Context: an optimization exercise on an open-source flow, tuned for small area and a short achievable clock period. The choices shown serve that exercise and are no tape-out recipe.
Function was checked by simulation only, so behaviour that the tests miss may differ from the original.
Power is estimated from default activity; no workload was simulated.

Design mips, start of the top module:
module mips(
    input clk,
    input reset,
    input [31:0] PrRData,
    input [7:2] HWInt,
    output [31:0] PrAddr,
    output [31:0] PrWData,
    output [3:0] PrMask,
    output PrWrite,
    output [31:0] InstrAddr,
    input [31:0] InstrData,
    output [31:0] DmAddr,
    output [31:0] DmWData,
    output [3:0] DmBE,
    output DmWrite,
    input [31:0] DmRData
    );
    reg  [31:0] PC_F;
    reg  [31:0] PC4_D, I_D;
    reg  [31:0] A_E, B_E, I_E;
    reg  [4:0]  sh_amt_E;
    reg         a_imm_E, a_fwM_E, a_fwW_E, b_imm_E, b_fwM_E, b_fwW_E;
    reg         r_sub_E, r_slt_E, r_sltu_E, r_and_E, r_or_E, r_xor_E, r_nor_E;
    reg         r_sll_E, r_srl_E, r_sra_E, r_rot_E, r_pass_E, r_hi_E, r_lo_E;
    reg         E_toWrite, E_Unready, E_load;
    reg  [4:0]  E_Addr;
    reg         E_rw;
    reg  [4:0]  E_wa;
    reg         E_st, E_sth, E_stw;
    reg         E_ld, E_ldh, E_ldw, E_ldsx;
    reg         md_busy_E, md_mul_E, md_sgn_E, md_acc_E, md_sub_E, md_div_E, md_mthi_E, md_mtlo_E;
    reg  [31:0] Res_M, Data_M;
    reg         M_toWrite, M_Unready;
    reg  [4:0]  M_Addr;
    reg         M_rw;
    reg  [4:0]  M_wa;
    reg         DmWrite_M, PrWrite_M, acc_M;
    reg  [3:0]  BE_M;
    reg         M_sth, M_stw;
    reg         M_ld, M_ldh, M_ldw, M_ldsx;
    reg  [31:0] WD_W;
    reg         W_rw;
    reg  [4:0]  W_wa;
    reg  [31:0] gr [1:31];
    reg  [31:0] sr, epc;
  ...
==> flow/config.mk <==
export PLATFORM = sky130hd
export DESIGN_NAME = mips
export DESIGN_NICKNAME = mips
export VERILOG_FILES = /design/flow/design.v
export SDC_FILE = /design/flow/constraint.sdc
export NUM_CORES = 4
export LEC_CHECK = 0
export CAP_MARGIN = 20
export CORE_MARGIN = 2
export CORE_UTILIZATION = 40
export SLEW_MARGIN = 20
==> flow/constraint.sdc <==
create_clock -name core_clock -period 18.0 [get_ports {clk}]
set_input_delay 3.6000 -clock core_clock [delete_from_list [all_inputs] [get_ports {clk}]]
set_output_delay 3.6000 -clock core_clock [all_outputs]
set_load 0.01 [all_outputs]
standard.sh (not shown) runs the stock make flow with config.mk's settings and CLKGATE_MAP_FILE= SYNTH_SCRIPT=/design/flow/synth_recipe.tcl, a recipe that flattens the netlist after the stock synthesis.
==> flow/flow/run.sh <==
#!/bin/bash
# Standard layout, with these changes to how it is made:
#  - timing repair aims at a shorter period than the clock it is built at
#    (repair_timing -setup_margin), so that gate sizing and buffering work on
#    the paths that set the achieved period, and repairs only the worst 20%
#    of the endpoints it sees as violating (repair_timing -repair_tns);
#  - the port buffers that the standard flow puts on every input and output
#    are plain buffers (buf_2) instead of the delay cell it picks by default.
set -euo pipefail
bash standard.sh "BUFFER_PORTS_ARGS=-inputs -outputs -buffer_cell sky130_fd_sc_hd__buf_2" SETUP_SLACK_MARGIN=12.5 TNS_END_PERCENT=20 finish > standard_flow.log 2>&1
The first run completed without violations.
Next try:
==> flow/flow/run.sh (replaced) <==
#!/bin/bash
# Standard layout, with these changes to how it is made:
#  - timing repair aims at a shorter period than the clock it is built at
#    (repair_timing -setup_margin), so that gate sizing and buffering work on
#    the paths that set the achieved period, and repairs only the worst 5%
#    of the endpoints it sees as violating (repair_timing -repair_tns);
#  - the port buffers that the standard flow puts on every input and output
#    are plain buffers (buf_2) instead of the delay cell it picks by default.
set -euo pipefail
bash standard.sh "BUFFER_PORTS_ARGS=-inputs -outputs -buffer_cell sky130_fd_sc_hd__buf_2" SETUP_SLACK_MARGIN=12.5 TNS_END_PERCENT=5 finish > standard_flow.log 2>&1
Outcome: Global-route usage came out lower by 0.15 points. Critical path depth came out higher by 4. Worst setup slack gets worse by 0.23 ns. Wire length hardly moves. Design area came out lower slightly. Die area is unchanged. Sequential power came out higher slightly. Power came out lower by a few percent. Synthesized cell count stays the same. Clock-buffer cell count came out higher by 7.
Next try:
==> flow/flow/run.sh (replaced) <==
#!/bin/bash
# Standard layout, with these changes to how it is made:
#  - timing repair aims at a shorter period than the clock it is built at
#    (repair_timing -setup_margin), so that gate sizing and buffering work on
#    the paths that set the achieved period, and repairs only the worst 20%
#    of the endpoints it sees as violating (repair_timing -repair_tns);
#  - the port buffers that the standard flow puts on every input and output
#    are plain buffers (buf_2) instead of the delay cell it picks by default.
set -euo pipefail
bash standard.sh "BUFFER_PORTS_ARGS=-inputs -outputs -buffer_cell sky130_fd_sc_hd__buf_2" SETUP_SLACK_MARGIN=12.75 TNS_END_PERCENT=20 finish > standard_flow.log 2>&1
The new run produced a clean layout.
Wire length fell by 0.76%.
Clock skew came out lower by 0.044 ns.
Die area stays the same.
Next try:
==> flow/flow/run.sh (replaced) <==
#!/bin/bash
# Standard layout, with timing repair aiming at a shorter period than the
# clock it is built at (repair_timing -setup_margin), so that gate sizing and
# buffering work on the paths that set the achieved period.
set -euo pipefail
bash standard.sh SETUP_SLACK_MARGIN=12.5 finish > standard_flow.log 2>&1
Result: The changed run completed without violations; final area stays flat; setup slack gets better by 0.028 ns; fmax goes up slightly; combinational power drops by a few percent.

[afterwards: timing with drivers on the ports]
Ports are ideal in the flow. The routed layouts listed here were re-timed in OpenROAD.
Step 1 assumes that a clkbuf_16 drives the clock port and a buf_2 every other input.
Step 2 moves the port delays by t, midway between the first and last clock arrival at a register: inputs arrive t later, outputs are due t later. That takes back most of the time a late clock gives input paths.
a / b / c = no drivers / after step 1 / after step 2; a / b = the first two.
run | t, ns | slack for setup (ns) | worst data-port slew with drivers (ns)
the first run | 0.982 | 12.213 / 12.113 / 11.353 | 0.11
the second run | 0.993 | 11.986 / 12.035 / 11.042 | 0.08
the third run | 0.998 | 12.179 / 12.179 / 11.440 | 0.11
the fourth run | 1.030 | 12.207 / 12.081 / 11.497 | 0.07
After both steps setup and hold are still met in every run listed. The setup slack of the second run, which loses most, moves by +0.049 ns with the drivers and by -0.944 ns with both steps.
